This is an optimization exercise on Yosys and OpenROAD, whose aim is small area, not a production implementation. In this exercise RTL edits were held to simulation tests only and were not proved equivalent to the original. The flow treats the clock pin as an ideal source, which a real chip does not have. Power figures rest on the tool's default switching activity, not on a simulated workload.

06-26:
==> flow/design.v <==
module color_sharp_memory_display_driver (
    input clk_i,
    input reset_i,
    output logic vsync_o,
    output logic [15:0] addr_o,
    output logic read_valid_o,
    input [15:0] pixel_data_i,
    output logic intb_o,
    output logic bsp_o,
    output logic bck_o,
    output logic gsp_o,
    output logic gck_o,
    output logic gen_o,
    output logic vcom_o,
    output logic vb_o,
    output logic va_o,
    output logic [1:0] r_o,
    output logic [1:0] g_o,
    output logic [1:0] b_o
);
    logic [2:0] c;
    logic [6:0] bn;
    logic [9:0] kn;
    wire [6:0] b = ~bn;
    wire [9:0] k = ~kn;
    logic srf, sup;
    logic [11:0] un;
    wire [11:0] u = ~un;
    logic hn;
    wire h = ~hn;
    logic [5:0] cap;
    wire c1 = (c == 3'd1);
    wire c7 = (c == 3'd7);
    wire b_last = (b == 7'd123);
    wire win = b_last && (c >= 3'd2);
    wire k_hi = k[9] && k[7];                        
    wire k644 = k[9] && (k[7:0] == 8'd132);          
    wire k646 = k[9] && (k[7:0] == 8'd134);          
    wire k647 = k[9] && k[8] && k[6];                
    wire k0 = (k == 10'd0);
    wire p61 = (b > 7'd61) || (b == 7'd61 && c != 3'd0);
    wire tick = (c == 3'd4) && (b[1:0] == 2'd0);
    wire [12:0] u_inc = {1'b0, u} + {12'd0, tick};
    always_ff @(posedge clk_i) begin
        c <= c + 3'd1;
        if (c7) begin
            bn <= ~(b_last ? 7'd0 : b + 7'd1);
            if (b_last) kn <= ~(k646 ? 10'd1023 : k + 10'd1);
        end
        if (c1 && b_last && k646 && !k[8]) srf <= 1'b0;
        if (k[0])
            cap <= {pixel_data_i[12], pixel_data_i[4], pixel_data_i[10],
                    pixel_data_i[2], pixel_data_i[8], pixel_data_i[0]};
        else
            cap <= {pixel_data_i[13], pixel_data_i[5], pixel_data_i[11],
                    pixel_data_i[3], pixel_data_i[9], pixel_data_i[1]};
        if (c1) begin
            if (!k_hi && !srf) {r_o, g_o, b_o} <= cap;
        end
        if (b == 7'd25 && k644) intb_o <= 1'b0;
        if (b == 7'd30 && k646) intb_o <= 1'b1;
        if (srf) begin
            un <= ~12'd4064;
            hn <= 1'b0;
            sup <= 1'b1;
        end else begin
            un <= ~(u_inc[11:0] | (u_inc[12] ? 12'd971 : 12'd0));
            hn <= ~(h ^ u_inc[12]);
            if (u_inc[12]) sup <= 1'b0;
        end
        if (reset_i) begin
            c <= 3'd0;
            bn <= ~7'd121;
            kn <= ~10'd898;
            srf <= 1'b1;
            sup <= 1'b1;
            un <= ~12'd4064;
            hn <= 1'b0;
            {r_o, g_o, b_o} <= 6'd0;
            intb_o <= 1'b0;
        end
    end
    always_comb begin
        read_valid_o = (c == 3'd0) && !srf;
        addr_o = (srf || (sup && win && !k[0])) ? 16'd0 :
                 {k[7:0], 1'b0, b};
        bck_o = b[0] && !(k[9] && k[8] && k[2:0] == 3'b010 && !b[1]);
        gck_o = k[0] ^ win;
        gsp_o = (k646 && p61) || k647 || (k0 && !p61);
        bsp_o = (b_last && c >= 3'd3) || (b == 7'd0) || (b == 7'd1 && c <= 3'd2);
        vsync_o = (k[9:1] == 9'b100111111) && (k[0] ^ (b_last && c >= 3'd3));
        gen_o = !k0 && !(k_hi && k[2:0] != 3'd0) &&
                ((b == 7'd20 && c != 3'd0) || (b > 7'd20 && b < 7'd80) || (b == 7'd80 && c == 3'd0));
        va_o = !sup && !h;
        vcom_o = !sup && h;
        vb_o = !sup && h;
    end
endmodule
Settings: LEC_CHECK=0, CAP_MARGIN=20, CORE_MARGIN=2, CORE_UTILIZATION=40, PLACE_DENSITY=0.6, SLEW_MARGIN=20; clock period 10.0 ns.
standard.sh (not shown) runs the stock make flow with config.mk's settings and CLKGATE_MAP_FILE= SYNTH_SCRIPT=/design/flow/synth_recipe.tcl, a recipe that flattens the netlist after the stock synthesis.
==> flow/flow/run.sh <==
#!/bin/bash
# Own layout flow: the standard flow (standard.sh) with these changes.
#  1. Synthesis: the same ORFS synthesis script as the standard flow's (-nofsm -noshare,
#     flattened, $func$ nets renamed), but ORFS's adder cell mapping is
#     skipped and ABC maps the logic with an area-oriented script.  ABC does
#     not touch the flip-flops, so the registers (names and cell types) are
#     the standard synthesis's.
#  2. The port buffers are the smallest buffer cell (buf_1).
#  3. Clock tree synthesis adds no dummy load cells, and after it each clock
#     buffer is downsized (clk_resize.tcl) to the smallest clkbuf that keeps
#     the flip-flop clock-pin slew under 100 ps; then the standard flow goes
#     on from the resized clock tree.
# Every tool's full output goes to standard.log here and to the ORFS logs
# under orfs/logs.
set -euo pipefail
W=$PWD
cat > $W/area.abc <<'EOT'
strash
ifraig
scorr
dc2
strash
&get -n
&deepsyn -T 30
&put
dch -f
amap
strash
dch -f
amap
topo
EOT
cat > $W/own_synth.tcl <<EOT
set ::env(ADDER_MAP_FILE) ""
proc synth {args} { yosys synth -nofsm -noshare {*}\$args }
proc abc {args} {
  set i [lsearch -exact \$args -script]
  if { \$i >= 0 } { set args [lreplace \$args \$i [expr {\$i + 1}] -script $W/area.abc] }
  set i [lsearch -exact \$args -D]
  if { \$i >= 0 } { set args [lreplace \$args \$i [expr {\$i + 1}]] }
  puts "own abc: \$args"
  yosys abc {*}\$args
}
source \$::env(SCRIPTS_DIR)/synth.tcl
# left out here: clear keep_hierarchy, flatten, clean up
yosys rename -hide {w:*\$func\$*}
write_verilog -noattr -nohex -nodec \$::env(RESULTS_DIR)/1_2_yosys.v
EOT
bash standard.sh cts SYNTH_SCRIPT=$W/own_synth.tcl \
  "BUFFER_PORTS_ARGS=-buffer_cell sky130_fd_sc_hd__buf_1" \
  "CTS_ARGS=-sink_clustering_enable -repair_clock_nets -dont_use_dummy_load" > standard_cts.log 2>&1
RES=$W/orfs/results/sky130hd/color_sharp_memory_display_driver/base LIB=$FLOW_HOME/platforms/sky130hd/lib/sky130_fd_sc_hd__tt_025C_1v80.lib \
  openroad -no_init -exit $W/flow/clk_resize.tcl > clk_resize.log 2>&1
bash standard.sh finish SYNTH_SCRIPT=$W/own_synth.tcl \
  "BUFFER_PORTS_ARGS=-buffer_cell sky130_fd_sc_hd__buf_1" \
  "CTS_ARGS=-sink_clustering_enable -repair_clock_nets -dont_use_dummy_load" > standard.log 2>&1
Other scripts of this flow, unchanged in this note and not shown: flow/flow/clk_resize.tcl
> inputs changed (06-26 -> 02-12)
==> flow/design.v <==
module color_sharp_memory_display_driver (
    input clk_i,
    input reset_i,
    output logic vsync_o,
    output logic [15:0] addr_o,
    output logic read_valid_o,
    input [15:0] pixel_data_i,
    output logic intb_o,
    output logic bsp_o,
    output logic bck_o,
    output logic gsp_o,
    output logic gck_o,
    output logic gen_o,
    output logic vcom_o,
    output logic vb_o,
    output logic va_o,
    output logic [1:0] r_o,
    output logic [1:0] g_o,
    output logic [1:0] b_o
);
    logic [2:0] c;
    logic [6:0] bn;
    logic [9:0] kn;
    wire [6:0] b = ~bn;
    wire [9:0] k = ~kn;
    logic srf, sup;
    logic [11:0] un;
    wire [11:0] u = ~un;
    logic hn;
    wire h = ~hn;
    logic [5:0] cap;
    wire c1 = (c == 3'd1);
    wire c7 = (c == 3'd7);
    wire b_last = (b == 7'd123);
    wire win = b_last && (c >= 3'd2);
    wire k_hi = k[9] && k[7];                        
    wire k644 = k[9] && (k[7:0] == 8'd132);          
    wire k646 = k[9] && (k[7:0] == 8'd134);          
    wire k647 = k[9] && k[8] && k[6];                
    wire k0 = (k == 10'd0);
    wire k645 = k[9] && (k[7:0] == 8'd133);
    wire p25 = (b > 7'd25) || (b == 7'd25 && c != 3'd0);
    wire p30 = (b > 7'd30) || (b == 7'd30 && c != 3'd0);
    wire p61 = (b > 7'd61) || (b == 7'd61 && c != 3'd0);
    wire tick = (c == 3'd4) && (b[1:0] == 2'd0);
    wire [12:0] u_inc = {1'b0, u} + {12'd0, tick};
    always_ff @(posedge clk_i) begin
        c <= c + 3'd1;
        if (c7) begin
            bn <= ~(b_last ? 7'd0 : b + 7'd1);
            if (b_last) kn <= ~(k646 ? 10'd1023 : k + 10'd1);
        end
        if (c1 && b_last && k646 && !k[8]) srf <= 1'b0;
        if (k[0])
            cap <= {pixel_data_i[12], pixel_data_i[4], pixel_data_i[10],
                    pixel_data_i[2], pixel_data_i[8], pixel_data_i[0]};
        else
            cap <= {pixel_data_i[13], pixel_data_i[5], pixel_data_i[11],
                    pixel_data_i[3], pixel_data_i[9], pixel_data_i[1]};
        if (c1) begin
            if (!k_hi && !srf) {r_o, g_o, b_o} <= cap;
        end
        if (srf) begin
            un <= ~12'd4064;
            hn <= 1'b0;
            sup <= 1'b1;
        end else begin
            un <= ~(u_inc[11:0] | (u_inc[12] ? 12'd971 : 12'd0));
            hn <= ~(h ^ u_inc[12]);
            if (u_inc[12]) sup <= 1'b0;
        end
        if (reset_i) begin
            c <= 3'd0;
            bn <= ~7'd121;
            kn <= ~10'd898;
            srf <= 1'b1;
            sup <= 1'b1;
            un <= ~12'd4064;
            hn <= 1'b0;
            {r_o, g_o, b_o} <= 6'd0;
        end
    end
    always_comb begin
        read_valid_o = (c == 3'd0) && !srf;
        addr_o = (srf || (sup && win && !k[0])) ? 16'd0 :
                 {k[7:0], 1'b0, b};
        bck_o = b[0] && !(k[9] && k[8] && k[2:0] == 3'b010 && !b[1]);
        gck_o = k[0] ^ win;
        intb_o = !((k644 && p25) || k645 || (k646 && !p30) ||
                   (k[9] && k[8] && !(k[2] && k[1])));
        gsp_o = (k646 && p61) || k647 || (k0 && !p61);
        bsp_o = (b_last && c >= 3'd3) || (b == 7'd0) || (b == 7'd1 && c <= 3'd2);
        vsync_o = (k[9:1] == 9'b100111111) && (k[0] ^ (b_last && c >= 3'd3));
        gen_o = !k0 && !(k_hi && k[2:0] != 3'd0) &&
                ((b == 7'd20 && c != 3'd0) || (b > 7'd20 && b < 7'd80) || (b == 7'd80 && c == 3'd0));
        va_o = !sup && !h;
        vcom_o = !sup && h;
        vb_o = !sup && h;
    end
endmodule
==> comparison <==
02-12 completed end to end with timing, DRC and antenna clean. Summary — tightest slew margin relative to the limit, 02-12 relative to 06-26: lower, by 12 points. Cell area power density was lower in the run labelled 02-12. 02-12 — post-synthesis share of cell area spent on and, or, nand and nor gates 0.88 points lower, 06-26 as reference. | power in combinational cells | 02-12 vs 06-26 | 7.4% higher |. Cell leakage power, 02-12 and 06-26, higher one = 06-26. [compare] base=06-26 new=02-12: power fell by 1.7%; count of sequential standard cells fell by 1. The design internal power in 02-12 sits about 1.5% below the value recorded for 06-26. The fraction of final layout cells with drive strength greater than 1 on 02-12 is in line with that on 06-26. Between 02-12 and 06-26, the difference in register clock-pin slew on the reported worst setup and hold paths is negligible. The cell area after technology mapping on 02-12 is in line with that on 06-26. Across both runs, number of ordinary inverters in the final layout was higher for 02-12 than for 06-26.

* * *

## branch harbor
color_sharp_memory_display_driver, a different RTL version from the one above (not shown whole).
For scale: about 260 cells after synthesis, ~51 I/O pins.
==> module color_sharp_memory_display_driver, before the edit <==
module color_sharp_memory_display_driver (
    input clk_i,
    input reset_i,
    output logic vsync_o,
    output logic [15:0] addr_o,
    output logic read_valid_o,
    input [15:0] pixel_data_i,
    output logic intb_o,
    output logic bsp_o,
    output logic bck_o,
    output logic gsp_o,
    output logic gck_o,
    output logic gen_o,
    output logic vcom_o,
    output logic vb_o,
    output logic va_o,
    output logic [1:0] r_o,
    output logic [1:0] g_o,
    output logic [1:0] b_o
);
    logic [2:0] c;
    logic [6:0] bn;
    logic [9:0] kn;
    wire [6:0] b = ~bn;
    wire [9:0] k = ~kn;
    logic srf, sup;
    logic [11:0] un;
    wire [11:0] u = ~un;
    logic hn;
    wire h = ~hn;
    logic [5:0] cap;
    wire c1 = (c == 3'd1);
    wire c7 = (c == 3'd7);
    wire b_last = (b == 7'd123);
    wire win = b_last && (c >= 3'd2);
    wire k_hi = k[9] && k[7];                        
    wire k644 = k[9] && (k[7:0] == 8'd132);          
    wire k646 = k[9] && (k[7:0] == 8'd134);          
    wire k647 = k[9] && (k[7:0] == 8'd135);          
    wire k0 = (k == 10'd0);
    wire p61 = (b > 7'd61) || (b == 7'd61 && c != 3'd0);
    wire tick = (c == 3'd4) && (b[1:0] == 2'd0);
    wire [12:0] u_inc = {1'b0, u} + {12'd0, tick};
    always_ff @(posedge clk_i) begin
        c <= c + 3'd1;
        if (c7) begin
            bn <= ~(b_last ? 7'd0 : b + 7'd1);
            if (b_last) kn <= ~(k647 ? 10'd0 : k + 10'd1);
        end
        if (c1 && b_last && k646 && !k[8]) srf <= 1'b0;
        if (c1) begin
            if (k[0] ^ b_last)
                cap <= {pixel_data_i[12], pixel_data_i[4], pixel_data_i[10],
                        pixel_data_i[2], pixel_data_i[8], pixel_data_i[0]};
            else
                cap <= {pixel_data_i[13], pixel_data_i[5], pixel_data_i[11],
                        pixel_data_i[3], pixel_data_i[9], pixel_data_i[1]};
            if (!k_hi && !srf) {r_o, g_o, b_o} <= cap;
        end
        if (b == 7'd25 && k644) intb_o <= 1'b0;
        if (b == 7'd30 && k646) intb_o <= 1'b1;
        if (srf) begin
            un <= ~12'd4064;
            hn <= 1'b0;
            sup <= 1'b1;
        end else begin
            un <= ~(u_inc[11:0] | (u_inc[12] ? 12'd971 : 12'd0));
            hn <= ~(h ^ u_inc[12]);
            if (u_inc[12]) sup <= 1'b0;
        end
        if (reset_i) begin
            c <= 3'd0;
            bn <= ~7'd121;
            kn <= ~10'd898;
            srf <= 1'b1;
            sup <= 1'b1;
            un <= ~12'd4064;
            hn <= 1'b0;
            {r_o, g_o, b_o} <= 6'd0;
            intb_o <= 1'b0;
        end
    end
    always_comb begin
        read_valid_o = (c == 3'd0) && !srf;
        addr_o = (srf || (sup && win && !k[0])) ? 16'd0 :
                 {k[7:0] | {8{k647}}, 1'b0, b};
        bck_o = b[0] && !(k[9] && k[8] && k[2:0] == 3'b010 && !b[1]);
        gck_o = k[0] ^ win;
        gsp_o = (k646 && p61) || k647 || (k0 && !p61);
        bsp_o = (b_last && c >= 3'd3) || (b == 7'd0) || (b == 7'd1 && c <= 3'd2);
        vsync_o = (k[9:1] == 9'b100111111) && (k[0] ^ (b_last && c >= 3'd3));
        gen_o = !k0 && !(k_hi && k[2:0] != 3'd0) &&
                ((b == 7'd20 && c != 3'd0) || (b > 7'd20 && b < 7'd80) || (b == 7'd80 && c == 3'd0));
        va_o = !sup && !h;
        vcom_o = !sup && h;
        vb_o = !sup && h;
    end
endmodule
Settings: LEC_CHECK=0, CAP_MARGIN=20, CORE_MARGIN=2, CORE_UTILIZATION=40, PLACE_DENSITY=0.6, SLEW_MARGIN=20; clock period 10.0 ns.
==> flow/flow/run.sh <==
#!/bin/bash
# Own layout flow: the standard flow (standard.sh) with two changes.
#  1. Synthesis: the same ORFS synthesis script as the standard flow's (-nofsm -noshare,
#     flattened, $func$ nets renamed), but ORFS's adder cell mapping is
#     skipped and ABC maps the logic with an area-oriented script.  ABC does
#     not touch the flip-flops, so the registers (names and cell types) are
#     the standard synthesis's.
#  2. The port buffers are the smallest buffer cell (buf_1).
#  3. Clock tree synthesis adds no dummy load cells.
# Every tool's full output goes to standard.log here and to the ORFS logs
# under orfs/logs.
set -euo pipefail
W=$PWD
cat > $W/area.abc <<'EOT'
strash
ifraig
scorr
dc2
strash
&get -n
&deepsyn -T 30
&put
dch -f
amap
topo
EOT
cat > $W/own_synth.tcl <<EOT
set ::env(ADDER_MAP_FILE) ""
proc synth {args} { yosys synth -nofsm -noshare {*}\$args }
proc abc {args} {
  set i [lsearch -exact \$args -script]
  if { \$i >= 0 } { set args [lreplace \$args \$i [expr {\$i + 1}] -script $W/area.abc] }
  set i [lsearch -exact \$args -D]
  if { \$i >= 0 } { set args [lreplace \$args \$i [expr {\$i + 1}]] }
  puts "own abc: \$args"
  yosys abc {*}\$args
}
source \$::env(SCRIPTS_DIR)/synth.tcl
# left out here: clear keep_hierarchy, flatten, clean up
yosys rename -hide {w:*\$func\$*}
write_verilog -noattr -nohex -nodec \$::env(RESULTS_DIR)/1_2_yosys.v
EOT
bash standard.sh finish SYNTH_SCRIPT=$W/own_synth.tcl \
  "BUFFER_PORTS_ARGS=-buffer_cell sky130_fd_sc_hd__buf_1" \
  "CTS_ARGS=-sink_clustering_enable -repair_clock_nets -dont_use_dummy_load" > standard.log 2>&1
[inputs] branch quartz vs branch harbor
diff --git a/flow/design.v b/flow/design.v
--- a/flow/design.v
+++ b/flow/design.v
@@ -47,15 +47,15 @@
             bn <= ~(b_last ? 7'd0 : b + 7'd1);
             if (b_last) kn <= ~(k647 ? 10'd0 : k + 10'd1);
         end
         if (c1 && b_last && k646 && !k[8]) srf <= 1'b0;
+        if (k[0])
+            cap <= {pixel_data_i[12], pixel_data_i[4], pixel_data_i[10],
+                    pixel_data_i[2], pixel_data_i[8], pixel_data_i[0]};
+        else
+            cap <= {pixel_data_i[13], pixel_data_i[5], pixel_data_i[11],
+                    pixel_data_i[3], pixel_data_i[9], pixel_data_i[1]};
         if (c1) begin
-            if (k[0] ^ b_last)
-                cap <= {pixel_data_i[12], pixel_data_i[4], pixel_data_i[10],
-                        pixel_data_i[2], pixel_data_i[8], pixel_data_i[0]};
-            else
-                cap <= {pixel_data_i[13], pixel_data_i[5], pixel_data_i[11],
-                        pixel_data_i[3], pixel_data_i[9], pixel_data_i[1]};
             if (!k_hi && !srf) {r_o, g_o, b_o} <= cap;
         end
         if (b == 7'd25 && k644) intb_o <= 1'b0;
         if (b == 7'd30 && k646) intb_o <= 1'b1;
Results
Compared branch quartz vs branch harbor, and relative max-transition margin is down in branch quartz. branch quartz against branch harbor: layout cell share with drive strength beyond 1 comparable; non-clock buffer count comparable; fmax now larger; cell area now smaller; area enclosed by the die boundary now smaller. Compared with branch harbor, branch quartz shows a die boundary width that is 0.83% lower. branch quartz vs branch harbor, post-synthesis cell type count went down by 3. The run with more routed wire is branch quartz, not branch harbor. Number of multi-input combinational cells: branch quartz vs branch harbor up 1. Re max-slew violation total from the final report: no difference whatsoever between branch harbor and branch quartz.

[re-timing with driven ports]
In the flow no input, the clock included, has a driving cell. The finished layouts below were timed again as built, in two steps.
Step 1 sets driving cells, clkbuf_16 on the clock port and buf_2 on the other inputs (assumed; they add their load-dependent delay and slew).
Step 2 adds t to the input delays and takes it off the output delays; t is the mean of the earliest and latest rising clock arrival at the registers after step 1. Input paths then give back, and output paths get back, about the clock's delay inside the block.
a / b / c = no drivers / after step 1 / after step 2; a / b = the first two.
| run | t, ns | setup WS [ns] | worst data-port slew with drivers (ns) | cell pins on the clock port's net |
|---|---|---|---|---|
| 06-26 | 0.387 | 5.418 / 5.394 / 5.781 | 0.03 | 1 |
| 02-12 | 0.386 | 5.385 / 5.360 / 5.746 | 0.04 | 1 |
| branch harbor | 0.319 | 5.260 / 5.235 / 5.554 | 0.03 | 1 |
| branch quartz | 0.318 | 5.711 / 5.683 / 5.566 | 0.04 | 1 |
After both steps setup and hold are still met in every run listed. The setup slack of branch quartz, which loses most, moves by -0.028 ns with the drivers and by -0.145 ns with both steps.
